From an optimization exercise on the open Yosys and OpenROAD flow, aimed at small area; shortcuts taken in it are not production practice. The RTL was checked by simulation tests, not by an equivalence proof against the original design. In every run shown here, the design's own scripts or RTL, not TritonCTS, make the clock network. The flow treats the clock pin as an ideal source. Dropping or thinning the clock tree relies on that and would not hold on a real chip. Power is estimated from default activity; no workload was simulated.

==> design/flow/flow/run.sh <==
#!/bin/bash
# Own layout flow: the standard flow (standard.sh) with
#  - synthesis through flow/synth.tcl: the same registers as the standard synthesis;
#    the logic is mapped by a deeper, area-oriented ABC script (flow/abc.script), and
#    adders are left to ABC (no ADDER_MAP_FILE),
#  - port buffers made with the smallest buffer cell (sky130_fd_sc_hd__buf_1),
#  - a flat clock tree: the clock port drives three clock buffers, each at the centre
#    of a cluster of registers (flow/pre_cts.tcl), instead of TritonCTS's H-tree.
# make's output (every tool's) goes to make.log here; ORFS's per-step logs are in orfs/logs/.
set -euo pipefail
HERE=$(pwd)
bash standard.sh SYNTH_SCRIPT=$HERE/flow/synth.tcl ADDER_MAP_FILE= SYNTH_INSBUF=0 \
  "BUFFER_PORTS_ARGS=-buffer_cell sky130_fd_sc_hd__buf_1" \
  PRE_CTS_TCL=$HERE/flow/pre_cts.tcl CLK_BUF_CELL=sky130_fd_sc_hd__clkbuf_8 CLK_CLUSTERS=3 \
  finish > $HERE/make.log 2>&1
==> design/flow/flow/abc.script <==
strash; &get -n; &deepsyn -T 60; &put; &get -n; &dch -f; &nf -R 1000 -E 100 -C 32 -F 10; &put
==> design/flow/flow/pre_cts.tcl <==
# Clock tree: the design has few registers, so the clock port drives a few clock
# buffers directly (at most CLK_CLUSTERS, each at the centre of a cluster of
# registers) and TritonCTS, which builds a deeper H-tree, is skipped.
set cts_cell $::env(CLK_BUF_CELL)
set k $::env(CLK_CLUSTERS)
set blk [ord::get_db_block]
set dbu [$blk getDefUnits]
set clk_net [$blk findNet clk]
set pts {}
foreach it [$clk_net getITerms] {
  set bb [[$it getInst] getBBox]
  lappend pts [list [expr {([$bb xMin] + [$bb xMax]) / 2.0 / $dbu}] \
                    [expr {([$bb yMin] + [$bb yMax]) / 2.0 / $dbu}] \
                    "[[$it getInst] getName]/[[$it getMTerm] getName]"]
}
# k-means, seeded along the x then y extent
set sorted [lsort -real -index 0 $pts]
set n [llength $sorted]
set cents {}
for {set c 0} {$c < $k} {incr c} {
  set p [lindex $sorted [expr {int(($c + 0.5) * $n / $k)}]]
  lappend cents [list [lindex $p 0] [lindex $p 1]]
}
for {set iter 0} {$iter < 50} {incr iter} {
  set sums {}
  for {set c 0} {$c < $k} {incr c} { lappend sums [list 0.0 0.0 0] }
  set assign {}
  foreach p $pts {
    set best 0; set bd 1e30
    for {set c 0} {$c < $k} {incr c} {
      set d [expr {abs([lindex $p 0] - [lindex $cents $c 0]) + abs([lindex $p 1] - [lindex $cents $c 1])}]
      if {$d < $bd} { set bd $d; set best $c }
    }
    lappend assign $best
    set s [lindex $sums $best]
    lset sums $best [list [expr {[lindex $s 0] + [lindex $p 0]}] [expr {[lindex $s 1] + [lindex $p 1]}] [expr {[lindex $s 2] + 1}]]
  }
  for {set c 0} {$c < $k} {incr c} {
    set s [lindex $sums $c]
    if {[lindex $s 2] > 0} { lset cents $c [list [expr {[lindex $s 0] / [lindex $s 2]}] [expr {[lindex $s 1] / [lindex $s 2]}]] }
  }
}
for {set c 0} {$c < $k} {incr c} {
  set loads {}
  foreach p $pts a $assign { if {$a == $c} { lappend loads [get_pins [lindex $p 2]] } }
  if {[llength $loads] == 0} continue
  puts "clock buffer $c: $cts_cell, [llength $loads] registers, at [lindex $cents $c]"
  insert_buffer -buffer_cell $cts_cell -net clk -load_pins $loads -location [lindex $cents $c] \
    -buffer_name clkbuf_leaf_$c -net_name clk_leaf_$c
}
foreach it [$clk_net getITerms] {
  set cnet [[[$it getInst] findITerm X] getNet]
  $cnet setSigType CLOCK
  puts "[[$it getInst] getName] drives [expr {[llength [$cnet getITerms]] - 1}] pins"
}
rename clock_tree_synthesis __orfs_clock_tree_synthesis
proc clock_tree_synthesis {args} { puts "clock_tree_synthesis skipped: clock buffers inserted before" }
==> design/flow/flow/synth.tcl <==
# The standard flow's synthesis (synth_recipe.tcl) with one change: the combinational logic is
# mapped by ABC with the script in abc.script (deeper, area-oriented) instead of
# ORFS's abc_speed/abc_area script. Registers are mapped exactly as in the standard
# synthesis (dfflibmap runs before abc and abc never touches flip-flops).
set my_abc_script [file join [file dirname [file normalize [info script]]] abc.script]
proc synth {args} { yosys synth -nofsm -noshare {*}$args }
proc abc {args} {
  global my_abc_script
  set i [lsearch -exact $args -script]
  if { $i >= 0 } { lset args [expr {$i + 1}] $my_abc_script }
  puts "custom abc: $args"
  yosys abc {*}$args
}
source $::env(SCRIPTS_DIR)/synth.tcl
# left out here: clear keep_hierarchy, flatten, clean up, hide names made inside functions, write 1_2_yosys.v
==> design/flow/standard.sh <==
#!/bin/bash
# synth_recipe.tcl (not shown) runs the flow's synth.tcl, then flattens the netlist and writes it again
# the make line also repeats each setting of config.mk as NAME=value (left out here)
make -C /OpenROAD-flow-scripts/flow DESIGN_CONFIG=/design/flow/config.mk WORK_HOME=/design/flow/orfs CLKGATE_MAP_FILE= SYNTH_SCRIPT=/design/flow/synth_recipe.tcl "${@:-finish}"
==> design/flow/config.mk <==
export PLATFORM = sky130hd
export DESIGN_NAME = mastermind
export DESIGN_NICKNAME = mastermind
export VERILOG_FILES = /design/flow/design.v
export SDC_FILE = /design/flow/constraint.sdc
export NUM_CORES = 4
export LEC_CHECK = 0
export CAP_MARGIN = 20
export CORE_MARGIN = 2
export CORE_UTILIZATION = 70
export GPL_TIMING_DRIVEN = 0
export SLEW_MARGIN = 20
==> design/flow/constraint.sdc <==
create_clock -name core_clock -period 10.0 [get_ports {clk}]
set_input_delay 2.0000 -clock core_clock [delete_from_list [all_inputs] [get_ports {clk}]]
set_output_delay 2.0000 -clock core_clock [all_outputs]
set_load 0.01 [all_outputs]
==> design/flow/design.v <==
module mastermind(
    input clk,
    input rst,
    input enterA,
    input enterB,
    input [2:0] letterIn,
    output [7:0] LEDX,
    output [6:0] SSD3,
    output [6:0] SSD2,
    output [6:0] SSD1,
    output [6:0] SSD0
);
    localparam [3:0] START = 4'd0, SS = 4'd1, SAP = 4'd2, SBL = 4'd14, ER = 4'd13, SAB = 4'd15,
                     MI = 4'd11, BI = 4'd10, SC = 4'd6, CHK = 4'd3, WN = 4'd12;
    reg [3:0] s, ns;
    reg cm;                     
    reg [2:0] c3, c2, c1, c0;   
    reg [2:0] g3, g2, g1;       
    reg [2:0] xm, pm;           
    reg sa, sb;                 
    reg l1, l0;                 
    wire I   = (~s[0] & ~s[2] & ~s[3]) | (s[0] & ~s[1]) | (s[1] & s[2] & s[3]);    
    wire E   = (~s[2] & s[3]);    
    wire Bk  = (~s[0] & ~s[2] & s[3]);
    wire Mk  = (s[0] & ~s[2] & s[3]);
    wire SCs = (s[2] & ~s[3]);
    wire FB  = (~s[0] & ~s[1] & s[2]) | (s[0] & s[1] & ~s[3]);    
    wire [6:0] cnt = {g1[2], g2, g3};
    wire tc = cnt[6] & cnt[5] & cnt[2];           
    wire disp = (~s[0] & s[1] & ~s[3]) | (s[0] & ~s[1]) | (s[1] & s[2]);
    wire nz3 = |g3, nz2 = |g2, nz1 = |g1;
    wire q0 = ~nz3, q1 = nz3 & ~nz2, q2 = nz2 & ~nz1, q3 = nz1;    
    wire bE = (~s[0]);
    wire sSTART = (~s[0] & ~s[1] & ~s[2]), sERg = (s[0] & ~s[1] & s[2]), sCHK = (s[0] & s[1] & ~s[3]), sWNg = (~s[0] & ~s[1] & s[2]), lset = (~s[0] & s[1] & ~s[2] & ~s[3]) | (s[0] & s[1] & s[3]);
    wire pA = enterA, pB = enterB;
    wire rp = (bE ^ cm) ? pB : pA;              
    wire bp = cm ? pA : pB;                       
    wire lnz = |letterIn;
    wire allm = xm[2] & xm[1] & xm[0] & g1[1];
    wire go = l1 | l0;                            
    wire last = ~l0;
    wire winA = cm ^ ((~s[0]));                        
    wire e3 = letterIn == c3;
    wire e2 = letterIn == c2;
    wire e1 = letterIn == c1;
    wire e0 = letterIn == c0;
    wire pres = e3 | e2 | e1 | e0;
    always @(*) begin
        ns = s;
        case (s)
            START: if (pA | pB) ns = SS;
            SS:    if (tc) ns = SAP;
            SAP:   if (tc) ns = MI;
            SAB:   if (tc) ns = SBL;
            SBL:   if (tc) ns = BI;
            ER:    if (tc) ns = go ? START : SAP;
            MI:    if (rp & lnz & q3) ns = SAB;
            BI:    if (rp & lnz & q3) ns = CHK;
            CHK:   if (!allm) ns = WN; else if (bp) ns = ER;
            WN:    if (bp) ns = last ? SC : SBL;
            SC:    if (tc) ns = ER;
            default: ns = START;
        endcase
    end
    always @(posedge clk or negedge rst)
        if (!rst) s <= START;
        else s <= ns;
    wire [6:0] cnt_n = tc ? 7'd0 : cnt + 7'd1;
    wire [2:0] lin = letterIn & {3{rp}};          
    always @(posedge clk) begin
        if (sSTART) cm <= ~pA;
        else if (sERg && tc && !go) cm <= ~cm;
        if (Mk && q0) c3 <= letterIn;
        if (Mk && q1) c2 <= letterIn;
        if (Mk && q2) c1 <= letterIn;
        if (Mk && q3) c0 <= letterIn;
        if (disp) {g1[2], g2, g3} <= cnt_n;
        else if (E) begin
            if (q0) g3 <= lin;
            if (q1) g2 <= lin;
            if (q2) g1[2] <= lin[2];
            if (q3 && rp && lnz) {g1[2], g2, g3} <= 7'd0;
        end
        else {g1[2], g2, g3} <= 7'd0;
        if (disp) g1[1:0] <= 2'd0;
        else if (E && q2) g1[1:0] <= lin[1:0];
        else if (Bk && q3 && rp && lnz) g1[1:0] <= {e0, pres};
        if (Bk && q0) begin xm[2] <= e3; pm[2] <= pres; end
        if (Bk && q1) begin xm[1] <= e2; pm[1] <= pres; end
        if (Bk && q2) begin xm[0] <= e1; pm[0] <= pres; end
        if ((sCHK && allm && bp) || (sWNg && bp && last)) begin
            l1 <= winA & sa;  sa <= sa | winA;
            l0 <= ~winA & sb; sb <= sb | ~winA;
        end
        else if (sWNg && bp) begin l1 <= 1'b0; l0 <= l1; end
        else if (sSTART) begin sa <= 1'b0; sb <= 1'b0; l1 <= 1'b0; l0 <= 1'b0; end
        else if (lset) begin l1 <= 1'b1; l0 <= 1'b1; end
    end
    function [6:0] let7;
        input [2:0] l;
        reg z;
        begin
            z = ~(l[2] | l[1] | l[0]);
            let7[6] = z | (l[1] & ~l[0]) | (l[2] & l[1]);
            let7[5] = z;
            let7[4] = z;
            let7[3] = ~l[1];
            let7[2] = ~l[0] | (~l[2] & l[1]);
            let7[1] = ~l[0] | (~l[2] & l[1]);
            let7[0] = z | (l[2] & (l[1] | l[0]));
        end
    endfunction
    wire info = I & ~(tc & ((~s[0] & s[2]) | (~s[1] & s[2])));    
    wire [2:0] src3 = ({3{E & q0}} & letterIn) | ({3{Bk & nz3}} & g3) | ({3{SCs}} & c3);
    wire [2:0] src2 = ({3{E & q1}} & letterIn) | ({3{Bk & nz2}} & g2) | ({3{SCs}} & c2);
    wire [2:0] src1 = ({3{E & q2}} & letterIn) | ({3{Bk & nz1}} & g1) | ({3{SCs}} & c1);
    wire [2:0] src0 = ({3{E & q3}} & letterIn) | ({3{SCs}} & c0);
    wire [6:0] l3 = let7(src3), l2 = let7(src2), l1d = let7(src1), l0d = let7(src0);
    wire iSc = (s[0] & ~s[1]);    
    wire iP  = (s[0] & s[1]) | (s[1] & ~s[2]);    
    wire iL  = (~s[0] & s[2]);    
    wire iSt = (~s[0] & ~s[1]);    
    wire one_a = sa & ~l1;
    wire [6:0] i2 = {iSc ? ~l1 : iL,
                     iSc & sa,
                     iSc & one_a,
                     iSc ? one_a : ~iL,
                     iSc ? l1 : ~iSt,
                     iL,
                     iSc ? one_a : iL};
    wire showA0 = iP & (cm ^ ~((s[0])));    
    wire one_b = sb & ~l0;
    reg [6:0] i0;
    always @(*) begin
        if (iSc)         i0 = {~l0, sb, one_b, one_b, l0, 1'b0, one_b};
        else if (iL)     i0 = {~l0, 1'b1, l1 | ~l0, ~l0, l0 & ~l1, 1'b0, ~l0};
        else if (showA0) i0 = 7'b0001000;
        else             i0 = 7'b0000011;
    end
    wire dash3 = Mk & nz3;
    wire dash2 = Mk & nz2;
    wire dash1 = (Mk & nz1) | info;
    assign SSD3 = {l3[6] & ~dash3, l3[5:0]};
    assign SSD2 = info ? i2 : {l2[6] & ~dash2, l2[5:0]};
    assign SSD1 = {l1d[6] & ~dash1, l1d[5:0]};
    assign SSD0 = info ? i0 : l0d;
    wire blink = I & ((~s[1] & s[2])) & go & cnt[3];    
    assign LEDX = ({8{FB}} & {xm[2], pm[2], xm[1], pm[1], xm[0], pm[0], g1[1], g1[0]}) | {8{blink}};
endmodule
==> metrics.md, run 1 <==
| Metric | Value |
|---|---|
| Synth top area share | 38.8% |
| Clock power share | 6.7% |
| VDD IR max | 291 uV |
| Top FF cell, synth | edfxtp_1 |
| Ratio of cells with drive above 1 in the final layout | 0.962% |
| CP Launch Point | s[0] |
| Yosys reg bits | 36 |
| Wirelength per Cell | 17.3 um |
| Tot Pwr | 0.939 mW |
| Hpwl dp | 4.50 mm |
| Largest cells by area after synthesis | edfxtp_1 39%, nand2_1 8.4%, o21ai_0 5.0%, nor2_1 4.5%, xor2_1 4.5% |
| Met3 Wirelength | 692 um |
| Seq pwr share | 30.7% |
| I/O Buffers | 42 |
| Tot GR Track Use | 34.0% |
| Cells after Synth | 267 |
| Die Y | 61.6 um |
| Hold Vio Cnt, Final | 0 |
| Worst Max-Slew Pin Slew | 0.972 ns |
| Post-Route WL | 6.17 mm |
| First-pass DRT Iterations | 5 |
| Final period util | 59.1% |
| Die area | 0.00379 mm^2 |
| Max Freq | 0.169 GHz |
| Setup crit end kind | output port |
| Post-Syn Area per Cell | 8.69 um^2 |
| Final Worst Setup Slack | 4.09 ns |
| Die Span X | 61.6 um |
| Worst R2R Start | s[0] |
| Number of setup buffers added after CTS | 0 |
| Routability Congestion | 0.859 |
| Dpl ws | 4.20 ns |
| Ys async rst share | 11.1% |
| # fillers | 217 |
| Synth area leader | edfxtp_1 |
| Max-slew violation count | 0 |
| CP Class | flip-flop to output port |
| Initial antenna violation count | 0 |
| Power Internal | 0.449 mW |
| Count leader, synth | nand2_1 |
| Vias | 2341 |
| Num ports | 43 |
| Worst Path Arrival | 3.91 ns |
| Worst-path clk slew | 0.08 ns |
| Core outline area | 0.00310 mm^2 |
| Site row count | 20 |
| Number of DRC markers in iteration 0 | 282 |
| Fin crit period | 5.91 ns |
| Power per cell area | 365 mW/mm^2 |
| Sw Pwr | 0.489 mW |
| Comb power frac | 62.6% |
| WL met1 | 2.31 mm |
| DRC | 0 |
| Post-route ant nets | 0 |
| Clock Latency Late Sink | 0.14 ns |
| Worst hold path startpoint | g1[1] |
| Antenna Diode Count | 0 |
| Post-CTS sizing | 0 |
| Post-synthesis sequential area ratio | 44.9% |
| Warnings from Yosys | 1 |
| Synth unique cells | 43 |
| Worst EP required | 8.00 ns |
| Clock skew | 0.0122 ns |
| Fin Setup TNS | 0 ns |
| Multi-input logic area | 0.00125 mm^2 |
| Pin count of the biggest net entering global routing | 17 |
| Critical Path Start Type | flip-flop |
| Vias in the first global route | 2048 |
| Via density | 6.58 |
| Largest register FFs | 4 |
| Final setup vio count | 0 |
| Area Overhead vs Synth | 10.9% |
| Max-cap violation count | 0 |
| FF+latch area | 0.00104 mm^2 |
| Leak | 0.944 nW |
| Netlist Area Pre-Place | 0.00232 mm^2 |
| Worst hold path class | flip-flop to flip-flop |
| First-pass GRT wire length | 9.62 mm |
| GR Overflow Total | 0 |
| Syn Nets | 274 |
| Post-synth EDFFs | 30 |
| DR WL met2 | 2.99 mm |
| Initial core utilization | 74.8% |
| Most frequent cells after synthesis | 52 x nand2_1, 30 x edfxtp_1, 28 x nor2_1 |
| Total Nets Final | 321 |
| Top Metal Used | met4 |
| Outcome | timing/DRC/antenna clean |
| Crit-path max FO | 16 |
| Unrepaired setup endpoints after global routing | false |
| Most flop-heavy register | s |
| Hold Buf Count CTS | 0 |
| Sw frac | 52.1% |
| Slew Limit Headroom | 35.0% |
-- critical path, cell delays in order (launching register included) --
cell	delay, ns
dfrtp_1	0.57
nor2b_1	0.53
clkinv_1	0.27
nand4_1	0.18
or2_0	0.24
a31o_1	0.19
nand2b_1	0.33
clkinv_1	0.18
a21oi_1	0.29
and2_0	0.37
nand3_1	0.15
o21ai_0	0.15
o21bai_1	0.14
buf_1	0.16
-- worst paths after layout --
kind / cells past startpoint / to / slack [ns]
max reg2reg: 12 / s[1] / 6.45
max in group asynchronous: 1 / s[2] / 8.14
min in group asynchronous: 1 / s[3] / 1.68
min: 2 / g1[1] / 0.60
min reg2reg: 2 / g1[1] / 0.60
max: 13 / SSD2[0] / 4.09
-- power by group through the flow --
| stage | registers [mW] | clock network, mW | logic, mW |
|---|---|---|---|
| after floorplan | 0.265 | 0 | 0.410 |
| after global placement | 0.284 | 0 | 0.558 |
| after detailed placement | 0.287 | 0 | 0.577 |
| after CTS | 0.288 | 0.0485 | 0.582 |
| after global routing | 0.294 | 0.0689 | 0.655 |
| final | 0.288 | 0.0628 | 0.587 |
-- metrics by stage --
| step | cell area [um^2] | utilization, % | hold slack, ns | cells |
|---|---|---|---|---|
| 2_1_floorplan | 2320 | - | 0.502 | 267 |
| 3_3_place_gp | 2530 | 81.6 | 0.550 | 353 |
| 3_5_place_dp | 2530 | 81.6 | 0.578 | 353 |
| 4_1_cts | 2570 | 82.9 | 0.584 | 356 |
| 5_1_grt | 2570 | 82.9 | 0.635 | 356 |
| 6_report | 2570 | 82.9 | 0.604 | 356 |
-- cell families after synthesis --
family                    count (synthesis)  share of synthesized area [%]
buffers and inverters                     8                           1.29
and+or+nand+nor                         131                           25.9
DFF                                      36                           44.9
AOI/OAI and AO/OA                        73                           20.5
xor gates and xnor gates                 15                           5.66
muxes                                     4                           1.78
-- cells in the final DEF, fill, tap and decap left out, types with 3 or more instances in the layout --
master    instances
and2_0            5
xnor2_1           3
a222oi_1          3
a32oi_1           3
nor2_1           28
nor3_1           11
a221oi_1          3
or2_0             5
clkinv_1          8
dfrtp_1           4
mux2i_1           3
a21oi_1          15
nand2_1          52
a21o_1            3
buf_1            42
nand2b_1          5
a22oi_1           4
edfxtp_1         30
o21ai_0          23
nor2b_1           5
nand3_1           7
clkbuf_8          3
xor2_1           12
and3_1            7
-- layout make-up, without the clock buffers --
| cell class | count | area share [%] |
|---|---|---|
| inverters | 8 | 1.17 |
| multi-input cells | 223 | 48.5 |
| flip-flops and latches | 36 | 40.4 |
| well taps | 44 | 2.14 |
| repair buffers | 42 | 6.13 |
-- routing by layer --
metal,global-route usage (%),up-vias
li1,-,1085
met1,48.4,1057
met2,56.1,175
met3,2.52,24
met4,10.0,0
met5,0,-
==> run 2: changes to the inputs <==
--- a/design/flow/flow/run.sh
+++ b/design/flow/flow/run.sh
@@ -11,3 +11,3 @@
 HERE=$(pwd)
-bash standard.sh SYNTH_SCRIPT=$HERE/flow/synth.tcl ADDER_MAP_FILE= SYNTH_INSBUF=0 \
+bash standard.sh SYNTH_SCRIPT=$HERE/flow/synth.tcl ADDER_MAP_FILE= \
   "BUFFER_PORTS_ARGS=-buffer_cell sky130_fd_sc_hd__buf_1" \
--- a/design/flow/config.mk
+++ b/design/flow/config.mk
@@ -10,3 +10,2 @@
 export CORE_UTILIZATION = 70
-export GPL_TIMING_DRIVEN = 0
 export SLEW_MARGIN = 20
==> run 2 against run 1 <==
Effect of this change:
- wire length is 6.0% lower
- synthesized cell count is 1.5% higher
- power is 0.84% lower
- first-iteration DRC count is 15% higher
- area after synthesis is 1.3% higher
- critical path depth is 5 lower
- combinational power is 0.9% lower
- setup slack better by 0.11 ns
- largest cell class unchanged
==> metrics.md, run 2 <==
| Metric | Value |
|---|---|
| Outcome | timing/DRC/antenna clean |
| Worst-path clk slew | 0.08 ns |
| Wirelength per Cell | 16.2 um |
| Setup crit end kind | output port |
| Vias in the first global route | 1835 |
| Antenna Diode Count | 0 |
| Hpwl dp | 4.39 mm |
| Number of DRC markers in iteration 0 | 325 |
| Die Span X | 61.9 um |
| Worst Max-Slew Pin Slew | 0.890 ns |
| Worst hold path class | flip-flop to flip-flop |
| Worst EP required | 8.00 ns |
| Post-CTS sizing | 0 |
| Worst Path Arrival | 3.80 ns |
| Max Freq | 0.172 GHz |
| Crit-path max FO | 13 |
| Post-Route WL | 5.80 mm |
| Largest cells by area after synthesis | edfxtp_1 38%, nand2_1 8.3%, o21ai_0 4.9%, nor2_1 4.5%, xor2_1 4.5% |
| Clock Latency Late Sink | 0.14 ns |
| Hold Vio Cnt, Final | 0 |
| Site row count | 21 |
| Final setup vio count | 0 |
| Post-Syn Area per Cell | 8.67 um^2 |
| I/O Buffers | 42 |
| Fin Setup TNS | 0 ns |
| Die Y | 61.9 um |
| Vias | 2286 |
| Most flop-heavy register | s |
| Cells after Synth | 271 |
| Area Overhead vs Synth | 9.64% |
| Via density | 6.39 |
| Ys async rst share | 11.1% |
| Number of setup buffers added after CTS | 0 |
| Post-synth EDFFs | 30 |
| Tot GR Track Use | 30.6% |
| Post-route ant nets | 0 |
| Die area | 0.00384 mm^2 |
| Ratio of cells with drive above 1 in the final layout | 0.962% |
| Synth unique cells | 44 |
| Most common cell after layout, fill and taps aside | nand2_1 |
| Unrepaired setup endpoints after global routing | false |
| First-pass DRT Iterations | 6 |
| Total Nets Final | 321 |
| Syn Nets | 278 |
| GR Overflow Total | 0 |
| Critical Path Start Type | primary input |
| First-pass GRT wire length | 8.85 mm |
| Tot Pwr | 0.931 mW |
| Core outline area | 0.00328 mm^2 |
| CP Class | primary input to output port |
| Synth area leader | edfxtp_1 |
| Synth top area share | 38.3% |
| Final period util | 58.0% |
| Yosys reg bits | 36 |
| Initial antenna violation count | 0 |
| Pin count of the biggest net entering global routing | 17 |
| Most frequent cells after synthesis | 52 x nand2_1, 30 x edfxtp_1, 28 x nor2_1 |
| Hold Buf Count CTS | 0 |
| Count leader, synth | nand2_1 |
| VDD IR max | 230 uV |
| Slew Limit Headroom | 39.9% |
| Num ports | 43 |
| Max-cap violation count | 0 |
| Post-synthesis sequential area ratio | 44.3% |
| DRC | 0 |
| Max-slew violation count | 0 |
| Largest register FFs | 4 |
| Initial core utilization | 71.5% |
| Leak | 0.944 nW |
| Fin crit period | 5.80 ns |
| Warnings from Yosys | 1 |
| Clock skew | 0.0149 ns |
| Routability Congestion | 0.878 |
| Commonest cells after routing, fill and taps aside | 52 x nand2_1, 42 x buf_1, 30 x edfxtp_1 |
| Top FF cell, synth | edfxtp_1 |
| Power per cell area | 361 mW/mm^2 |
| Netlist Area Pre-Place | 0.00235 mm^2 |
[run 2: changes by cell type after synthesis]
cell,change
buf_4,+4
[run 2: path summary, 6_finish.rpt]
kind                                  start  endpoint  slack [ns]  cells past startpoint
worst max-delay path            letterIn[1]   SSD2[0]        4.20                      8
worst min-delay path                  g1[0]     g1[0]        0.59                      2
worst max register to register         s[0]      s[1]        6.43                     12
worst min register to register        g1[0]     g1[0]        0.59                      2
max in group asynchronous               rst      s[0]        8.12                      1
min in group asynchronous               rst      s[2]        1.67                      1
[run 2: routing by layer]
layer  vias up  global-route usage [%]  routed length (um)
li1       1086                       -                   -
met5         -                       0                   0
met2       155                    46.8                2580
met1      1027                    46.3                2550
met3        18                    4.14                 536
met4         0                    7.29                 133
[run 2: cell type report, without the clock buffers]
class | instances | area [um^2]
sequential | 36 | 1040
multi-input combinational | 223 | 1250
timing repair buffer | 42 | 158
tap | 46 | 57.6
inverter | 8 | 30.0
fill | 252 | 708
[run 2: worst max-delay path: stages]
cell,delay (ns)
buf_1,0.27
a222oi_1,0.67
nor2_1,0.15
a21o_1,0.20
nand3_1,0.10
o21ai_0,0.11
o21bai_1,0.17
buf_1,0.14
[run 2: report_power, final]
| group | leakage [nW] | switching (mW) | internal (mW) |
|---|---|---|---|
| logic | 0.566 | 0.381 | 0.201 |
| clock network | 0.0216 | 0.0333 | 0.0274 |
| registers | 0.356 | 0.0676 | 0.221 |
| total | 0.944 | 0.482 | 0.449 |
[run 2: per-stage QoR]
| step | util, % | setup WS, ns | hold WS (ns) | instances | cell area, um^2 |
|---|---|---|---|---|---|
| finish | 78.4 | 4.20 | 0.585 | 358 | 2580 |
| global placement | 77.2 | 4.35 | 0.549 | 355 | 2530 |
| floorplan | - | 4.78 | 0.502 | 271 | 2350 |
| global route | 78.4 | 3.85 | 0.640 | 358 | 2580 |
| CTS | 78.4 | 4.24 | 0.560 | 358 | 2580 |
| detailed placement | 77.2 | 4.25 | 0.555 | 355 | 2530 |
[run 2: cells by family (layout without fill, tap and decap cells)]
kind of cell	after synthesis	after routing	share of synthesized area, %
AND/OR/NAND/NOR	131	131	25.6
AO/OA/AOI/OAI	73	73	20.2
flip-flops	36	36	44.3
XOR/XNOR	15	15	5.59
buffers and inverters	12	53	2.56
multiplexers	4	4	1.76
==> run 3: changes to the inputs <==
--- a/design/flow/design.v
+++ b/design/flow/design.v
@@ -12,4 +12,5 @@
 );
-    localparam [3:0] START = 4'd0, SS = 4'd1, SAP = 4'd2, SBL = 4'd14, ER = 4'd13, SAB = 4'd15,
-                     MI = 4'd11, BI = 4'd10, SC = 4'd6, CHK = 4'd3, WN = 4'd12;
+    localparam [3:0] START = 4'b0000, SS = 4'b0001, SAP = 4'b0010, SBL = 4'b0011,
+                     ER = 4'b0101, SAB = 4'b0110,
+                     MI = 4'b1000, BI = 4'b1100, SC = 4'b1001, CHK = 4'b1110, WN = 4'b1111;
     reg [3:0] s, ns;
@@ -21,17 +22,15 @@
     reg l1, l0;                 
-    wire I   = (~s[0] & ~s[2] & ~s[3]) | (s[0] & ~s[1]) | (s[1] & s[2] & s[3]);    
-    wire E   = (~s[2] & s[3]);    
-    wire Bk  = (~s[0] & ~s[2] & s[3]);
-    wire Mk  = (s[0] & ~s[2] & s[3]);
-    wire SCs = (s[2] & ~s[3]);
-    wire FB  = (~s[0] & ~s[1] & s[2]) | (s[0] & s[1] & ~s[3]);    
+    wire I   = ~s[3];                       
+    wire E   = s[3] & ~s[1] & ~s[0];        
+    wire Bk  = E & s[2];
+    wire Mk  = E & ~s[2];
+    wire SCs = s[3] & ~s[1] & s[0];
+    wire FB  = s[3] & s[1];                 
     wire [6:0] cnt = {g1[2], g2, g3};
     wire tc = cnt[6] & cnt[5] & cnt[2];           
-    wire disp = (~s[0] & s[1] & ~s[3]) | (s[0] & ~s[1]) | (s[1] & s[2]);
+    wire disp = (I & (s[2] | s[1] | s[0])) | SCs;
     wire nz3 = |g3, nz2 = |g2, nz1 = |g1;
     wire q0 = ~nz3, q1 = nz3 & ~nz2, q2 = nz2 & ~nz1, q3 = nz1;    
-    wire bE = (~s[0]);
-    wire sSTART = (~s[0] & ~s[1] & ~s[2]), sERg = (s[0] & ~s[1] & s[2]), sCHK = (s[0] & s[1] & ~s[3]), sWNg = (~s[0] & ~s[1] & s[2]), lset = (~s[0] & s[1] & ~s[2] & ~s[3]) | (s[0] & s[1] & s[3]);
     wire pA = enterA, pB = enterB;
-    wire rp = (bE ^ cm) ? pB : pA;              
+    wire rp = (s[2] ^ cm) ? pB : pA;              
     wire bp = cm ? pA : pB;                       
@@ -41,3 +40,3 @@
     wire last = ~l0;
-    wire winA = cm ^ ((~s[0]));                        
+    wire winA = cm ^ s[0];                        
     wire e3 = letterIn == c3;
@@ -69,5 +68,18 @@
     wire [2:0] lin = letterIn & {3{rp}};          
+    wire sSTART = s == START, sER = s == ER, sCHK = s == CHK, sWN = s == WN;
+    wire lset = (s == SAP) | (s == SAB) | Mk;                       
+    wire ev = (sCHK & allm & bp) | (sWN & bp & last);               
+    wire wsh = sWN & bp & ~last;                                    
+    wire vexit = E & q3 & rp & lnz;                                 
+    wire [2:0] ld3 = {3{E & q0}}, ld2 = {3{E & q1}};
+    wire ld1 = E & q2;
+    wire [6:0] cld = {ld1, ld2, ld3};                               
+    wire [6:0] clin = {lin[2], lin, lin};
+    wire [6:0] cnt_d = ({7{disp}} & cnt_n) |
+                       ({7{E}} & ((cld & clin) | (~cld & {7{~vexit}} & cnt)));
+    wire fb0 = Bk & q3 & rp & lnz;
+    wire [1:0] g10_d = {2{~disp}} & (({2{ld1}} & lin[1:0]) | ({2{fb0}} & {e0, pres}) |
+                                     ({2{~ld1 & ~fb0}} & g1[1:0]));
     always @(posedge clk) begin
-        if (sSTART) cm <= ~pA;
-        else if (sERg && tc && !go) cm <= ~cm;
+        cm <= (sSTART & ~pA) | (~sSTART & (cm ^ (sER & tc & ~go)));
         if (Mk && q0) c3 <= letterIn;
@@ -76,13 +88,4 @@
         if (Mk && q3) c0 <= letterIn;
-        if (disp) {g1[2], g2, g3} <= cnt_n;
-        else if (E) begin
-            if (q0) g3 <= lin;
-            if (q1) g2 <= lin;
-            if (q2) g1[2] <= lin[2];
-            if (q3 && rp && lnz) {g1[2], g2, g3} <= 7'd0;
-        end
-        else {g1[2], g2, g3} <= 7'd0;
-        if (disp) g1[1:0] <= 2'd0;
-        else if (E && q2) g1[1:0] <= lin[1:0];
-        else if (Bk && q3 && rp && lnz) g1[1:0] <= {e0, pres};
+        {g1[2], g2, g3} <= cnt_d;
+        g1[1:0] <= g10_d;
         if (Bk && q0) begin xm[2] <= e3; pm[2] <= pres; end
@@ -90,9 +93,6 @@
         if (Bk && q2) begin xm[0] <= e1; pm[0] <= pres; end
-        if ((sCHK && allm && bp) || (sWNg && bp && last)) begin
-            l1 <= winA & sa;  sa <= sa | winA;
-            l0 <= ~winA & sb; sb <= sb | ~winA;
-        end
-        else if (sWNg && bp) begin l1 <= 1'b0; l0 <= l1; end
-        else if (sSTART) begin sa <= 1'b0; sb <= 1'b0; l1 <= 1'b0; l0 <= 1'b0; end
-        else if (lset) begin l1 <= 1'b1; l0 <= 1'b1; end
+        sa <= ~sSTART & (sa | (ev & winA));
+        sb <= ~sSTART & (sb | (ev & ~winA));
+        l1 <= (ev & winA & sa) | lset | (l1 & ~ev & ~wsh & ~sSTART);
+        l0 <= (ev & ~winA & sb) | lset | (wsh & l1) | (l0 & ~ev & ~wsh & ~sSTART);
     end
@@ -112,3 +112,3 @@
     endfunction
-    wire info = I & ~(tc & ((~s[0] & s[2]) | (~s[1] & s[2])));    
+    wire info = I & ~(tc & s[0] & (s[1] | s[2]));    
     wire [2:0] src3 = ({3{E & q0}} & letterIn) | ({3{Bk & nz3}} & g3) | ({3{SCs}} & c3);
@@ -118,6 +118,6 @@
     wire [6:0] l3 = let7(src3), l2 = let7(src2), l1d = let7(src1), l0d = let7(src0);
-    wire iSc = (s[0] & ~s[1]);    
-    wire iP  = (s[0] & s[1]) | (s[1] & ~s[2]);    
-    wire iL  = (~s[0] & s[2]);    
-    wire iSt = (~s[0] & ~s[1]);    
+    wire iSc = s[0] & ~s[1];                 
+    wire iP  = s[1] & ~s[0];                 
+    wire iL  = s[1] & s[0];                  
+    wire iSt = ~s[2] & ~s[1] & ~s[0];        
     wire one_a = sa & ~l1;
@@ -130,3 +130,3 @@
                      iSc ? one_a : iL};
-    wire showA0 = iP & (cm ^ ~((s[0])));    
+    wire showA0 = iP & (cm ^ ~s[2]);         
     wire one_b = sb & ~l0;
@@ -146,3 +146,3 @@
     assign SSD0 = info ? i0 : l0d;
-    wire blink = I & ((~s[1] & s[2])) & go & cnt[3];    
+    wire blink = I & s[2] & s[0] & go & cnt[3];    
     assign LEDX = ({8{FB}} & {xm[2], pm[2], xm[1], pm[1], xm[0], pm[0], g1[1], g1[0]}) | {8{blink}};
--- a/design/flow/flow/run.sh
+++ b/design/flow/flow/run.sh
@@ -5,2 +5,4 @@
 #    adders are left to ABC (no ADDER_MAP_FILE),
+#  - no pass-through buffers in synthesis (SYNTH_INSBUF=0): every port gets its own
+#    buffer in placement anyway,
 #  - port buffers made with the smallest buffer cell (sky130_fd_sc_hd__buf_1),
@@ -11,3 +13,3 @@
 HERE=$(pwd)
-bash standard.sh SYNTH_SCRIPT=$HERE/flow/synth.tcl ADDER_MAP_FILE= \
+bash standard.sh SYNTH_SCRIPT=$HERE/flow/synth.tcl ADDER_MAP_FILE= SYNTH_INSBUF=0 \
   "BUFFER_PORTS_ARGS=-buffer_cell sky130_fd_sc_hd__buf_1" \
--- a/design/flow/config.mk
+++ b/design/flow/config.mk
@@ -10,2 +10,3 @@
 export CORE_UTILIZATION = 70
+export GPL_TIMING_DRIVEN = 0
 export SLEW_MARGIN = 20
==> run 3 against run 2 <==
Effect of this change:
- utilization increased by 3.3 points
- critical path type unchanged
- clock skew increased by 0.0054 ns
- area after synthesis decreased by 4.8%
- via count increased by 1.1%
- first-iteration DRC count decreased by 15%
- sequential power decreased by 46%
- critical path depth decreased by 1
==> metrics.md, run 3 <==
| Metric | Value |
|---|---|
| Hold Vio Cnt, Final | 0 |
| Vias | 2311 |
| Crit-path max FO | 17 |
| Core outline area | 0.00305 mm^2 |
| # fillers | 238 |
| Final period util | 59.0% |
| Antenna Diode Count | 0 |
| Final setup vio count | 0 |
| Yosys reg bits | 36 |
| Clock skew | 0.0203 ns |
| Fin cells | 354 |
| Largest cells by area after synthesis | edfxtp_1 24%, dfxtp_1 13%, nand2_1 7.7%, xor2_1 5.1%, dfrtp_1 4.5% |
| Worst Path Arrival | 3.90 ns |
| Max-cap violation count | 0 |
| Slowest CP cell | a222oi_1 |
| Critical path's most frequent cell | buf_1 |
| Synth area leader | edfxtp_1 |
| Fin Setup TNS | 0 ns |
| Post-Route WL | 5.61 mm |
| Initial antenna violation count | 0 |
| Vias in the first global route | 1886 |
| Worst Max-Slew Pin Slew | 1.05 ns |
| Worst R2R Start | s[2] |
| Top FF cell, synth | edfxtp_1 |
| Unrepaired setup endpoints after global routing | false |
| CP Launch Point | letterIn[2] |
| Max Freq | 0.169 GHz |
| Hold Buf Count CTS | 0 |
| GR Overflow Total | 0 |
| Critical Path Start Type | primary input |
| Worst-path clk slew | 0.07 ns |
| Die Y | 60.5 um |
| Ratio of cells with drive above 1 in the final layout | 1.29% |
| Syn Nets | 271 |
| Via density | 6.53 |
| Leak | 0.869 nW |
| Most frequent cells after synthesis | 46 x nand2_1, 26 x nor2_1, 18 x edfxtp_1 |
| VDD IR max | 107 uV |
| WHS | 0.496 ns |
| Warnings from Yosys | 1 |
| Post-synth EDFFs | 18 |
| Most common cell after layout, fill and taps aside | nand2_1 |
| Total Nets Final | 319 |
| Area Overhead vs Synth | 11.6% |
| CP Cell Sequence | buf_1 -> a222oi_1 -> o21ai_0 -> o21bai_1 -> nand2b_1 -> a21oi_1 -> buf_1 |
| Setup crit end kind | output port |
| Outcome | timing/DRC/antenna clean |
| Cell count after placement | 351 |
| Number of DRC markers in iteration 0 | 276 |
| Die Span X | 60.5 um |
| Max-slew violation count | 0 |
| Post-CTS sizing | 0 |
| Site row count | 20 |
| CP Class | primary input to output port |
| Largest register FFs | 4 |
| Num ports | 43 |
| Count leader, synth | nand2_1 |
| Worst EP required | 8.00 ns |
| Die area | 0.00366 mm^2 |
| Initial core utilization | 73.2% |
| First-pass DRT Iterations | 8 |
| Crit-path max cell delay | 0.57 ns |
| Commonest cells after routing, fill and taps aside | 46 x nand2_1, 42 x buf_1, 26 x nor2_1 |
| Most flop-heavy register | s |
| Worst hold path startpoint | sa |
| DRC | 0 |
| Pin count of the biggest net entering global routing | 23 |
| Routability Congestion | 0.894 |
| Number of setup buffers added after CTS | 0 |
| Post-Syn Area per Cell | 8.47 um^2 |
| Slew Limit Headroom | 28.7% |
| Synth top area share | 24.2% |
| Post-synthesis sequential area ratio | 41.2% |
| I/O Buffers | 42 |
| Post-route cell area | 0.00249 mm^2 |
| Ys async rst share | 11.1% |
| Tot GR Track Use | 30.9% |
| Post-route ant nets | 0 |
| Netlist Area Pre-Place | 0.00224 mm^2 |
| Placed instance area | 0.00245 mm^2 |
| Power per cell area | 90.6 mW/mm^2 |
| Cells after Synth | 264 |
| Clock Latency Late Sink | 0.15 ns |
| Fin crit period | 5.90 ns |
| Worst hold path class | flip-flop to flip-flop |
| Synth unique cells | 41 |
| Wirelength per Cell | 15.9 um |
| Hpwl dp | 3.99 mm |
| First-pass GRT wire length | 8.73 mm |
==> run 3: changes by cell type after synthesis, moves of 5 or more <==
cell | before | now
dfxtp_1 | 2 | 14
edfxtp_1 | 30 | 18
o21ai_0 | 23 | 13
nand2_1 | 52 | 46
o221ai_1 | 0 | 5
==> run 3: cell families (layout without fill, tap and decap cells) <==
logic type / after synthesis / after routing / share of synthesized area (%)
flip-flops: 36 / 36 / 41.2
AO/OA/AOI/OAI: 74 / 74 / 23.1
XOR/XNOR: 16 / 16 / 6.27
multiplexers: 4 / 4 / 1.79
AND/OR/NAND/NOR: 123 / 123 / 25.8
buffers and inverters: 11 / 57 / 1.85
==> run 3: path summary, 6_finish.rpt <==
check,to,depth (start not counted),slack [ns]
setup / recovery,SSD2[6],7,4.10
hold / removal,sa,2,0.50
setup reg to reg,s[3],7,6.68
hold reg to reg,sa,2,0.50
max in group asynchronous,s[1],1,8.16
min in group asynchronous,s[2],1,1.67
==> run 3: cell type report, without the clock buffers <==
type	count	area (um^2)	area share, %
Timing Repair Buffer	43	163	6.52
Inverter	11	41.3	1.65
Multi-Input combinational cell	217	1270	51.1
Sequential cell	36	921	36.9
Tap cell	44	55.1	2.21
==> run 3: where the power goes <==
| group | switching (mW) | internal [mW] |
|---|---|---|
| clock | 0.0345 | 0.0274 |
| sequential | 0 | 0.155 |
| combinational | 0.00685 | 0.00230 |
| total | 0.0413 | 0.185 |
==> run 3: routing by layer <==
layer | track usage (%) | up-vias | share of wire, %
met4 | 6.83 | 0 | 2.0
met1 | 43.9 | 1058 | 42
li1 | - | 1102 | -
met2 | 52.3 | 135 | 47
met3 | 2.35 | 16 | 9.0
met5 | 0 | - | 0
==> run 3: worst max-delay path: cells and delay by family <==
| family | cells | cell delay (ns) |
|---|---|---|
| AO/OA/AOI/OAI | 4 | 1.21 |
| buffers and inverters | 2 | 0.50 |
| AND/OR/NAND/NOR | 1 | 0.19 |
==> run 3: per-stage QoR <==
stage / setup slack (ns) / utilization, % / total power, mW
floorplan: 4.80 / - / 0.162
global placement: 4.16 / 80.2 / 0.167
detailed placement: 4.15 / 80.4 / 0.167
CTS: 4.13 / 81.7 / 0.216
global route: 3.85 / 81.7 / 0.231
finish: 4.10 / 81.7 / 0.226
==> run 4: changes to the inputs <==
--- a/design/flow/design.v
+++ b/design/flow/design.v
@@ -84,6 +84,3 @@
         cm <= (sSTART & ~pA) | (~sSTART & (cm ^ (sER & tc & ~go)));
-        if (Mk && q0) c3 <= letterIn;
-        if (Mk && q1) c2 <= letterIn;
-        if (Mk && q2) c1 <= letterIn;
-        if (Mk && q3) c0 <= letterIn;
+        if (Mk && rp && lnz) {c3, c2, c1, c0} <= {c2, c1, c0, letterIn};
         {g1[2], g2, g3} <= cnt_d;
==> run 4 against run 3 <==
Effect of this change:
- sequential power rose by 79%
- setup slack got worse by 0.059 ns
- register-to-register slack improved by 0.40 ns
- final area rose by 0.45%
- global-route usage fell by 0.089 points
- clock skew fell by 0.0026 ns
- clock power rose by 3.6%
- first-iteration DRC count fell by 16%
- sequential share of layout area fell by 0.17 points
- die area barely moved
- critical endpoint is now SSD2[0]
- largest cell class unchanged
==> metrics.md, run 4 <==
| Metric | Value |
|---|---|
| Outcome | timing/DRC/antenna clean |
| Site row count | 20 |
| Synth top area share | 24.2% |
| Post-Syn Area per Cell | 8.53 um^2 |
| Die area | 0.00366 mm^2 |
| VDD IR max | 286 uV |
| Tot Pwr | 0.846 mW |
| Fin Setup TNS | 0 ns |
| Crit-path max FO | 13 |
| Top Metal Used | met4 |
| Cell count after placement | 348 |
| Max-cap violation count | 0 |
| Hold depth | 2 |
| Vias in the first global route | 1937 |
| Max Freq | 0.168 GHz |
| Worst-path clk slew | 0.07 ns |
| Leak | 0.875 nW |
| Post-synth EDFFs | 18 |
| Netlist Area Pre-Place | 0.00223 mm^2 |
| Post-synthesis sequential area ratio | 41.2% |
| Count leader, synth | nand2_1 |
| Pin count of the biggest net entering global routing | 22 |
| Worst Max-Slew Pin Slew | 1.04 ns |
| Worst EP required | 8.00 ns |
| Multi-input logic area | 0.00131 mm^2 |
| I/O Buffers | 42 |
| Worst reg2reg path depth | 9 |
| First-pass DRT Iterations | 8 |
| GR Overflow Total | 0 |
| Post-route ant nets | 0 |
| Worst hold path startpoint | sb |
| Synth unique cells | 44 |
| Hold Buf Count CTS | 0 |
| Final period util | 59.6% |
| Reg2reg setup slack | 7.08 ns |
| Max-slew violation count | 0 |
| Setup crit end kind | output port |
| Die Span X | 60.5 um |
| DR WL met2 | 2.65 mm |
| Commonest cells after routing, fill and taps aside | 44 x nand2_1, 42 x buf_1, 21 x o21ai_0 |
| Warnings from Yosys | 1 |
| Die Y | 60.5 um |
| Most frequent cells after synthesis | 44 x nand2_1, 21 x o21ai_0, 20 x nor2_1 |
| Number of DRC markers in iteration 0 | 233 |
| Initial antenna violation count | 0 |
| Number of setup buffers added after CTS | 0 |
| Core outline area | 0.00305 mm^2 |
| Most flop-heavy register | s |
| WHS Endpoint | sb |
| Routability Congestion | 0.932 |
| Area Overhead vs Synth | 12.1% |
| Post-Route WL | 5.53 mm |
| CP Class | primary input to output port |
| Post-CTS sizing | 0 |
| Largest register FFs | 4 |
| Hold Vio Cnt, Final | 0 |
| WHS | 0.503 ns |
| Hpwl dp | 3.92 mm |
| Worst R2R Start | s[2] |
| Syn Nets | 269 |
| Clock skew | 0.0178 ns |
| Ys async rst share | 11.1% |
| FF-to-FF End | s[3] |
| Ratio of cells with drive above 1 in the final layout | 1.95% |
| Yosys reg bits | 36 |
| Wirelength per Cell | 15.8 um |
| Top FF cell, synth | edfxtp_1 |
| Met3 Wirelength | 513 um |
| Cells after Synth | 262 |
| # fillers | 229 |
| Tot GR Track Use | 30.8% |
| Num ports | 43 |
| Via density | 6.54 |
| Clock Latency Late Sink | 0.15 ns |
| DRC | 0 |
| Largest cells by area after synthesis | edfxtp_1 24%, dfxtp_1 13%, nand2_1 7.4%, o21ai_0 4.7%, xor2_1 4.7% |
| FF+latch area | 921 um^2 |
| Vias | 2294 |
| First-pass GRT wire length | 8.76 mm |
| Synth area leader | edfxtp_1 |
| Slew Limit Headroom | 29.9% |
| Fin cells | 351 |
| Worst hold path class | flip-flop to flip-flop |
| Antenna Diode Count | 0 |
| Final setup vio count | 0 |
| Initial core utilization | 73.2% |
| WL met1 | 2.30 mm |
| Most common cell after layout, fill and taps aside | nand2_1 |
| Power per cell area | 338 mW/mm^2 |
| Worst Path Arrival | 3.96 ns |
| Critical Path Start Type | primary input |
| Fin crit period | 5.96 ns |
| Total Nets Final | 316 |
| Unrepaired setup endpoints after global routing | false |
run 4: changes by cell type after synthesis, sizes merged, moves of 4 or more:
cell / change
clkinv: -4
nor3: +4
nor2: -6
o21ai: +8
a32oi: +4
o221ai: -4
or2: +5
run 4: worst max path at each step:
| stage | from | end | slack (ns) |
|---|---|---|---|
| CTS | letterIn[0] | SSD2[0] | 4.06 |
| global route | letterIn[0] | SSD2[0] | 3.90 |
| global placement | letterIn[0] | SSD2[0] | 4.15 |
| detailed placement | letterIn[0] | SSD2[0] | 4.05 |
| finish | letterIn[0] | SSD2[0] | 4.04 |
| floorplan | letterIn[0] | SSD2[0] | 4.45 |
run 4: final cells by class, without the clock buffers:
class                      instances  share of cell area [%]
inverter                           7                    1.05
multi-input combinational        219                    52.1
sequential                        36                    36.7
tap                               44                    2.20
timing repair buffer              42                    6.29
run 4: routing by layer:
layer	up-vias	global-route usage (%)
met5	-	0
met4	0	5.28
met3	11	1.92
met2	123	52.0
met1	1070	44.8
li1	1090	-
run 4: metrics by stage:
stage	utilization, %	instance area [um^2]	setup slack [ns]
floorplan	-	2230	4.45
global placement	80.2	2450	4.15
detailed placement	80.3	2450	4.05
CTS	81.7	2490	4.06
global route	82.1	2510	3.90
finish	82.1	2510	4.04
run 4: kinds of logic (layout without fill, tap and decap cells):
| logic type | Yosys count | count (layout) | share of synthesized area [%] |
|---|---|---|---|
| flip-flops | 36 | 36 | 41.2 |
| XOR/XNOR | 17 | 17 | 6.66 |
| buffers and inverters | 7 | 52 | 1.18 |
| AO/OA/AOI/OAI | 75 | 75 | 23.0 |
| AND/OR/NAND/NOR | 125 | 125 | 27.0 |
| multiplexers | 2 | 2 | 0.952 |
run 4: where the power goes:
part	internal, mW	switching, mW
clock	0.0275	0.0366
sequential	0.201	0.0774
combinational	0.184	0.320
total	0.412	0.434
run 4: worst max-delay path: stages:
cell	delay, ns
buf_1	0.30
a222oi_1	0.59
nand3_1	0.17
a211oi_1	0.28
a21boi_0	0.30
a221o_1	0.17
buf_1	0.15
==> run 5: changes to the inputs <==
--- a/design/flow/flow/run.sh
+++ b/design/flow/flow/run.sh
@@ -8,3 +8,3 @@
 #  - port buffers made with the smallest buffer cell (sky130_fd_sc_hd__buf_1),
-#  - a flat clock tree: the clock port drives three clock buffers, each at the centre
+#  - a flat clock tree: the clock port drives three buffers (buf_6), each at the centre
 #    of a cluster of registers (flow/pre_cts.tcl), instead of TritonCTS's H-tree.
@@ -15,3 +15,3 @@
   "BUFFER_PORTS_ARGS=-buffer_cell sky130_fd_sc_hd__buf_1" \
-  PRE_CTS_TCL=$HERE/flow/pre_cts.tcl CLK_BUF_CELL=sky130_fd_sc_hd__clkbuf_8 CLK_CLUSTERS=3 \
+  PRE_CTS_TCL=$HERE/flow/pre_cts.tcl CLK_BUF_CELL=sky130_fd_sc_hd__buf_6 CLK_CLUSTERS=3 \
   finish > $HERE/make.log 2>&1
==> run 5 against run 4 <==
Effect of this change:
- final area fell by 0.30%
- power fell by 0.47%
- still clean
- largest power group unchanged
- first-iteration DRC count rose by 12%
- combinational power barely moved
- area after synthesis did not move
- clock power fell by 7.5%
- wire length fell by 0.22%
==> metrics.md, run 5 <==
| Metric | Value |
|---|---|
| Post-Syn Area per Cell | 8.53 um^2 |
| Post-synthesis sequential area ratio | 41.2% |
| Cells after Synth | 262 |
| Die Y | 60.5 um |
| Final period util | 59.6% |
| Top FF cell, synth | edfxtp_1 |
| Adder-Cell Fraction of Synth Area | 0% |
| Total Nets Final | 316 |
| Power per cell area | 337 mW/mm^2 |
| Tot GR Track Use | 30.8% |
| Crit-path leading delay family | compound AO/OA/AOI/OAI gates |
| Clock skew | 0.0175 ns |
| Pin count of the biggest net entering global routing | 22 |
| Layout Utilization | 81.8% |
| Worst Path Arrival | 3.96 ns |
| Largest register FFs | 4 |
| Number of setup buffers added after CTS | 0 |
| Mux share of post-synthesis cell area | 0.952% |
| Ys async rst share | 11.1% |
| Core outline area | 0.00305 mm^2 |
| Most flop-heavy register | s |
| Most common cell after layout, fill and taps aside | nand2_1 |
| Synth top area share | 24.2% |
| Via density | 6.48 |
| Wirelength per Cell | 15.7 um |
| Critical Path Start Type | primary input |
| Slowest CP cell | a222oi_1 |
| Crit-path max cell delay | 0.59 ns |
| Worst EP required | 8.00 ns |
| Syn Nets | 269 |
| Area Overhead vs Synth | 11.8% |
| First-pass DRT Iterations | 6 |
| Max-cap violation count | 0 |
| Max Freq | 0.168 GHz |
| Hold Buf Count CTS | 0 |
| Max-slew violation count | 0 |
| DRC | 0 |
| Largest family of logic cells by synthesized area | simple AND/OR/NAND/NOR gates |
| Netlist Area Pre-Place | 0.00223 mm^2 |
| Vias in the first global route | 1934 |
| Ratio of cells with drive above 1 in the final layout | 1.95% |
| Critical path's most frequent cell | buf_1 |
| Synth unique cells | 44 |
| Synth area leader | edfxtp_1 |
| Slew Limit Headroom | 27.4% |
| Most frequent cells after synthesis | 44 x nand2_1, 21 x o21ai_0, 20 x nor2_1 |
| Worst Max-Slew Pin Slew | 1.08 ns |
| Leak | 0.872 nW |
| VDD IR max | 286 uV |
| I/O Buffers | 42 |
| Worst-path clk slew | 0.07 ns |
| First-pass GRT wire length | 8.76 mm |
| Site row count | 20 |
| XOR/XNOR Fraction of Synth Area | 6.66% |
| Compound-gate portion of the synthesized area | 23.0% |
| Hpwl dp | 3.92 mm |
| Num ports | 43 |
| Number of DRC markers in iteration 0 | 262 |
| Die Span X | 60.5 um |
| Initial core utilization | 73.2% |
| Post-route ant nets | 0 |
| Post-CTS sizing | 0 |
| Vias | 2276 |
| Crit-path max FO | 13 |
| Commonest cells after routing, fill and taps aside | 44 x nand2_1, 42 x buf_1, 21 x o21ai_0 |
| Post-Route WL | 5.52 mm |
| WP buf/inv | 2 |
| Tot Pwr | 0.842 mW |
| CP Class | primary input to output port |
| Routability Congestion | 0.932 |
| Setup crit end kind | output port |
| Post-synth EDFFs | 18 |
| Outcome | timing/DRC/antenna clean |
| Clock Latency Late Sink | 0.12 ns |
| Warnings from Yosys | 1 |
| Worst hold path class | flip-flop to flip-flop |
| Fin Setup TNS | 0 ns |
| Final setup vio count | 0 |
| Antenna Diode Count | 0 |
| Count leader, synth | nand2_1 |
| Die area | 0.00366 mm^2 |
| Largest cells by area after synthesis | edfxtp_1 24%, dfxtp_1 13%, nand2_1 7.4%, o21ai_0 4.7%, xor2_1 4.7% |
| GR Overflow Total | 0 |
| Initial antenna violation count | 0 |
| Fin crit period | 5.96 ns |
| Unrepaired setup endpoints after global routing | false |
| Hold Vio Cnt, Final | 0 |
| Yosys reg bits | 36 |
| Simple-gate share of the synthesized area | 27.0% |
| CP Cell Sequence | buf_1 -> a222oi_1 -> nand3_1 -> a211oi_1 -> a21boi_0 -> a221o_1 -> buf_1 |
==> run 5: cell counts after synthesis <==
Identical to the previous run, type by type.
==> run 5: cell families (layout without fill, tap and decap cells) <==
logic type	Yosys count	in the layout
and+or+nand+nor	125	125
AOI/OAI and AO/OA	75	75
DFF	36	36
xor gates and xnor gates	17	17
buffers and inverters	7	52
muxes	2	2
==> run 5: worst paths after layout <==
kind / from / end / slack (ns) / cells after the start
max: letterIn[0] / SSD2[0] / 4.04 / 7
min: sb / sb / 0.50 / 2
max reg2reg: s[2] / s[3] / 7.02 / 9
min reg2reg: sb / sb / 0.50 / 2
max in group asynchronous: rst / s[1] / 8.16 / 1
min in group asynchronous: rst / s[3] / 1.68 / 1
==> run 5: per-layer routing <==
| layer | vias to the layer above | global-route usage (%) | part of all wire, % |
|---|---|---|---|
| met3 | 7 | 2.56 | 9.9 |
| met1 | 1049 | 44.8 | 41 |
| met4 | 0 | 5.28 | 1.2 |
| met2 | 132 | 51.7 | 48 |
| li1 | 1088 | - | - |
| met5 | - | 0 | 0 |
==> run 5: cell type report, without the clock buffers <==
type | count | area, um^2
Multi-Input combinational cell | 219 | 1310
Sequential cell | 36 | 921
Fill cell | 229 | 554
Tap cell | 44 | 55.1
Timing Repair Buffer | 42 | 158
Inverter | 7 | 26.3
==> run 5: tightest hold or removal path: stages, from the launching register on <==
cell and delay [ns]:
dfxtp_1 0.32, nor2_1 0.10, nor2_1 0.04
==> run 5: through the flow <==
stage          instances  hold slack (ns)  area, um^2  setup WS [ns]
2_1_floorplan        262            0.464        2230           4.45
3_3_place_gp         348            0.483        2450           4.15
3_5_place_dp         348            0.496        2450           4.05
4_1_cts              351            0.498        2490           4.06
5_1_grt              351            0.509        2500           3.90
6_report             351            0.503        2500           4.04
==> run 5: report_power, final <==
part / internal [mW] / leakage, nW / switching (mW)
clock network: 0.0240 / 0.0182 / 0.0354
registers: 0.201 / 0.328 / 0.0776
logic: 0.184 / 0.525 / 0.321
==> run 6: changes to the inputs <==
==> design/flow/flow/abc.script (replaced) <==
strash; &get -n; &deepsyn -T 300; &put; &get -n; &dch -f; &nf -R 1000 -E 100 -C 32 -F 10; &put
==> run 6 against run 5 <==
Effect of this change:
- synthesized cell count stayed put
- critical path depth did not move
- clock skew barely moved
- global-route usage decreased by 1.5 points
- sequential power shrank 22%
- register-to-register slack got worse by 0.34 ns
==> metrics.md, run 6 <==
| Metric | Value |
|---|---|
| Commonest cells after routing, fill and taps aside | 49 x nand2_1, 42 x buf_1, 21 x nor2_1 |
| Die Span X | 60.4 um |
| Ratio of cells with drive above 1 in the final layout | 1.30% |
| Site row count | 20 |
| VDD IR max | 173 uV |
| First-pass DRT Iterations | 6 |
| Worst-path clk slew | 0.09 ns |
| Core outline area | 0.00303 mm^2 |
| Vias in the first global route | 1845 |
| Clock skew | 0.0175 ns |
| Cells after Synth | 262 |
| Synth top area share | 24.3% |
| Post-Syn Area per Cell | 8.50 um^2 |
| Clock Latency Late Sink | 0.12 ns |
| DRC | 0 |
| Initial core utilization | 73.6% |
| Max-slew violation count | 0 |
| Leak | 0.862 nW |
| Critical Path Start Type | primary input |
| Count leader, synth | nand2_1 |
| Routability Congestion | 0.872 |
| Warnings from Yosys | 1 |
| Via density | 6.41 |
| Antenna Diode Count | 0 |
| First-pass GRT wire length | 8.29 mm |
| Post-route ant nets | 0 |
| Post-CTS sizing | 0 |
| Ys async rst share | 11.1% |
| GR Overflow Total | 0 |
| Die area | 0.00365 mm^2 |
| Power per cell area | 221 mW/mm^2 |
| # fillers | 219 |
| WHS | 0.489 ns |
| Slew Limit Headroom | 28.9% |
| Post-synth EDFFs | 18 |
| I/O Buffers | 42 |
| Sw frac | 46.0% |
| Largest register FFs | 4 |
| Max-cap violation count | 0 |
| Worst EP required | 8.00 ns |
| Post-route cell area | 0.00248 mm^2 |
| Fin Setup TNS | 0 ns |
| Final setup vio count | 0 |
| Yosys reg bits | 36 |
| Tot GR Track Use | 29.3% |
| Synth unique cells | 43 |
| Synth area leader | edfxtp_1 |
| Largest cells by area after synthesis | edfxtp_1 24%, dfxtp_1 13%, nand2_1 8.3%, dfrtp_1 4.5%, xor2_1 3.9% |
| Num ports | 43 |
| Most frequent cells after synthesis | 49 x nand2_1, 21 x nor2_1, 18 x edfxtp_1 |
| Die Y | 60.4 um |
| Area Overhead vs Synth | 11.3% |
| Most common cell after layout, fill and taps aside | nand2_1 |
| Sw Pwr | 0.252 mW |
| Crit-path max FO | 12 |
| Setup crit end kind | output port |
| Post-Route WL | 5.44 mm |
| Placed instance area | 0.00244 mm^2 |
| Comb power frac | 49.4% |
| Seq pwr share | 39.6% |
| Hold Vio Cnt, Final | 0 |
| Worst Max-Slew Pin Slew | 1.06 ns |
| CP Class | primary input to output port |
| Post-synthesis sequential area ratio | 41.3% |
| Syn Nets | 269 |
| Wirelength per Cell | 15.5 um |
| Outcome | timing/DRC/antenna clean |
| Netlist Area Pre-Place | 0.00223 mm^2 |
| Power Internal | 0.296 mW |
| Top FF cell, synth | edfxtp_1 |
| Number of setup buffers added after CTS | 0 |
| Hold Buf Count CTS | 0 |
| Most flop-heavy register | s |
| Initial antenna violation count | 0 |
| Vias | 2250 |
| Unrepaired setup endpoints after global routing | false |
| Worst Path Arrival | 3.94 ns |
| Worst hold path class | flip-flop to flip-flop |
| Total Nets Final | 316 |
| Clock power share | 11.0% |
| Final period util | 59.4% |
| Pin count of the biggest net entering global routing | 21 |
| Max Freq | 0.168 GHz |
| Hpwl dp | 3.98 mm |
| Number of DRC markers in iteration 0 | 219 |
| Fin crit period | 5.94 ns |
## run 6: critical path, cell delays in order
cell	delay, ns
buf_1	0.27
a222oi_1	0.60
nand3_1	0.18
a211oi_1	0.26
a21boi_0	0.31
a221o_1	0.17
buf_1	0.15
## run 6: area by class of cell, without the clock buffers
cell class	count	area (um^2)	share of cell area, %
inverter	13	48.8	1.97
multi-input combinational	213	1260	50.9
sequential	36	921	37.2
tap	44	55.1	2.22
timing repair buffer	42	158	6.36
## run 6: cells by family (layout without fill, tap and decap cells)
family	after synthesis	count (layout)	synth area share (%)
buffers and inverters	13	58	2.19
AO/OA/AOI/OAI	77	77	24.7
AND/OR/NAND/NOR	118	118	24.6
flip-flops	36	36	41.3
multiplexers	3	3	1.35
XOR/XNOR	15	15	5.90
## run 6: per-layer routing
| metal | global-route usage [%] | wire length [um] | up-vias |
|---|---|---|---|
| li1 | - | - | 1087 |
| met1 | 43.2 | 2350 | 1036 |
| met2 | 48.8 | 2500 | 119 |
| met3 | 1.28 | 520 | 8 |
| met4 | 5.71 | 73 | 0 |
| met5 | 0 | 0 | - |
## run 6: final timing paths
| kind | start | to | slack (ns) | depth (start not counted) |
|---|---|---|---|---|
| max in group asynchronous | rst | s[1] | 8.15 | 1 |
| worst max-delay path | letterIn[0] | SSD2[0] | 4.06 | 7 |
| min in group asynchronous | rst | s[2] | 1.68 | 1 |
| worst min-delay path | sb | l0 | 0.49 | 2 |
| worst min register to register | sb | l0 | 0.49 | 2 |
| worst max register to register | s[2] | g3[2] | 6.68 | 8 |
## run 6: power groups by stage
stage | registers [mW] | clock network [mW] | logic (mW)
after floorplan | 0.207 | 0 | 0.192
after global placement | 0.218 | 0 | 0.263
final | 0.217 | 0.0601 | 0.271
after detailed placement | 0.218 | 0 | 0.265
after global routing | 0.220 | 0.0644 | 0.302
after CTS | 0.218 | 0.0453 | 0.267
## run 6: stage by stage
| step | setup slack, ns | power [mW] | instances | util, % |
|---|---|---|---|---|
| after floorplan | 4.45 | 0.399 | 262 | - |
| after global placement | 4.12 | 0.480 | 348 | 80.6 |
| final | 4.06 | 0.548 | 351 | 81.9 |
| after detailed placement | 4.12 | 0.483 | 348 | 80.7 |
| after global routing | 3.90 | 0.586 | 351 | 81.9 |
| after CTS | 4.12 | 0.531 | 351 | 81.9 |
==> run 7: changes to the inputs <==
==> design/flow/flow/abc.script (replaced) <==
strash; &get -n; &deepsyn -T 600; &put; &get -n; &dch -f; &nf -R 1000 -E 100 -C 32 -F 10; &put
==> run 7 against run 6 <==
Effect of this change:
- still clean
- cell count unchanged
- first-iteration DRC count did not move
- area after synthesis is the same
- register-to-register slack hardly changed
- die area unchanged
- synthesized cell count is the same
- critical path depth did not move
- sequential power barely moved
- utilization stayed put
- clock skew did not move
- wire length did not move
==> metrics.md, run 7 <==
| Metric | Value |
|---|---|
| CP Class | primary input to output port |
| Num ports | 43 |
| # fillers | 219 |
| Slew Limit Headroom | 28.9% |
| Post-Syn Area per Cell | 8.50 um^2 |
| Placed instance area | 0.00244 mm^2 |
| Worst-path clk slew | 0.09 ns |
| Post-route ant nets | 0 |
| Vias in the first global route | 1845 |
| Tot Pwr | 0.548 mW |
| Post-synth EDFFs | 18 |
| Largest register FFs | 4 |
| Core outline area | 0.00303 mm^2 |
| Comb power frac | 49.4% |
| Area Overhead vs Synth | 11.3% |
| Tot GR Track Use | 29.3% |
| Max-slew violation count | 0 |
| Yosys reg bits | 36 |
| Wirelength per Cell | 15.5 um |
| Synth area leader | edfxtp_1 |
| Worst Path Arrival | 3.94 ns |
| Site row count | 20 |
| Ratio of cells with drive above 1 in the final layout | 1.30% |
| Netlist Area Pre-Place | 0.00223 mm^2 |
| Pin count of the biggest net entering global routing | 21 |
| Warnings from Yosys | 1 |
| GR Overflow Total | 0 |
| Most frequent cells after synthesis | 49 x nand2_1, 21 x nor2_1, 18 x edfxtp_1 |
| Initial antenna violation count | 0 |
| Die Y | 60.4 um |
| Post-CTS sizing | 0 |
| CP Launch Point | letterIn[0] |
| Max Freq | 0.168 GHz |
| Critical path's most frequent cell | buf_1 |
| Synth unique cells | 43 |
| Vias | 2250 |
| Critical Path Start Type | primary input |
| Clock skew | 0.0175 ns |
| Count leader, synth | nand2_1 |
| Power per cell area | 221 mW/mm^2 |
| Initial core utilization | 73.6% |
| Via density | 6.41 |
| Cell count after placement | 348 |
| Worst EP required | 8.00 ns |
| Final period util | 59.4% |
| Die Span X | 60.4 um |
| Setup crit end kind | output port |
| Power Internal | 0.296 mW |
| Fin crit period | 5.94 ns |
| Worst R2R Start | s[2] |
| Sw frac | 46.0% |
| Final Worst Setup Slack | 4.06 ns |
| Most flop-heavy register | s |
| Worst Max-Slew Pin Slew | 1.06 ns |
| First-pass DRT Iterations | 6 |
| CP Cell Sequence | buf_1 -> a222oi_1 -> nand3_1 -> a211oi_1 -> a21boi_0 -> a221o_1 -> buf_1 |
| Reg2reg setup slack | 6.68 ns |
| Largest cells by area after synthesis | edfxtp_1 24%, dfxtp_1 13%, nand2_1 8.3%, dfrtp_1 4.5%, xor2_1 3.9% |
| Most common cell after layout, fill and taps aside | nand2_1 |
| Leak | 0.862 nW |
| Max-cap violation count | 0 |
| Cells after Synth | 262 |
| Clock Latency Late Sink | 0.12 ns |
| Dpl ws | 4.12 ns |
| Hold Vio Cnt, Final | 0 |
| VDD IR max | 173 uV |
| Number of setup buffers added after CTS | 0 |
| Critical Path Sink | SSD2[0] |
| I/O Buffers | 42 |
| Sw Pwr | 0.252 mW |
| Routability Congestion | 0.872 |
| Synth top area share | 24.3% |
| Die area | 0.00365 mm^2 |
| DRC | 0 |
| Hpwl dp | 3.98 mm |
| Worst reg2reg path depth | 8 |
| Post-synthesis sequential area ratio | 41.3% |
| Seq pwr share | 39.6% |
| Worst hold path class | flip-flop to flip-flop |
| Post-route cell area | 0.00248 mm^2 |
| Fin Setup TNS | 0 ns |
| Top FF cell, synth | edfxtp_1 |
| Crit-path max cell delay | 0.60 ns |
| Final setup vio count | 0 |
| Post-Route WL | 5.44 mm |
| Number of DRC markers in iteration 0 | 219 |
| Crit-path max FO | 12 |
| Fin cells | 351 |
| WHS | 0.489 ns |
| Syn Nets | 269 |
| Unrepaired setup endpoints after global routing | false |
| Hold depth | 2 |
| First-pass GRT wire length | 8.29 mm |
| Outcome | timing/DRC/antenna clean |
| Slowest CP cell | a222oi_1 |
| Commonest cells after routing, fill and taps aside | 49 x nand2_1, 42 x buf_1, 21 x nor2_1 |
| Layout Utilization | 81.9% |
| Total Nets Final | 316 |
| Clock power share | 11.0% |
| Hold Buf Count CTS | 0 |
| Ys async rst share | 11.1% |
| FF-to-FF End | g3[2] |
| Antenna Diode Count | 0 |
## run 7: cell counts in the layout (fill, tap and decap cells not counted)
No cell type changed its count.
## run 7: area by class of cell, without the clock buffers
cell class / instances / area, um^2 / area share [%]
multi-input cells: 213 / 1260 / 50.9
flip-flops and latches: 36 / 921 / 37.2
repair buffers: 42 / 158 / 6.36
well taps: 44 / 55.1 / 2.22
inverters: 13 / 48.8 / 1.97
## run 7: power groups by stage
stage	combinational, mW	sequential [mW]	clock (mW)
after floorplan	0.192	0.207	0
after global placement	0.263	0.218	0
after detailed placement	0.265	0.218	0
after CTS	0.267	0.218	0.0453
after global routing	0.302	0.220	0.0644
final	0.271	0.217	0.0601
## run 7: routing by layer
| metal | wire [um] | vias to the layer above | global-route usage [%] |
|---|---|---|---|
| li1 | - | 1087 | - |
| met1 | 2350 | 1036 | 43.2 |
| met2 | 2500 | 119 | 48.8 |
| met3 | 520 | 8 | 1.28 |
| met4 | 73 | 0 | 5.71 |
| met5 | 0 | - | 0 |
## run 7: critical path: cells and delay by family
family,cells,cell delay [ns]
AO/OA/AOI/OAI,4,1.34
buffers and inverters,2,0.42
AND/OR/NAND/NOR,1,0.18
## run 7: kinds of logic after synthesis
family,count (synthesis),synth area share (%)
AOI/OAI and AO/OA,77,24.7
buffers and inverters,13,2.19
DFF,36,41.3
and+or+nand+nor,118,24.6
xor gates and xnor gates,15,5.90
muxes,3,1.35
## run 7: worst min-delay path by stage
stage                     start  endpoint  slack (ns)
after floorplan              sb        l0        0.45
after global placement       sb        l0        0.47
after detailed placement     sb        l0        0.47
after CTS                    sb        l0        0.47
after global routing         sb        l0        0.50
final                        sb        l0        0.49
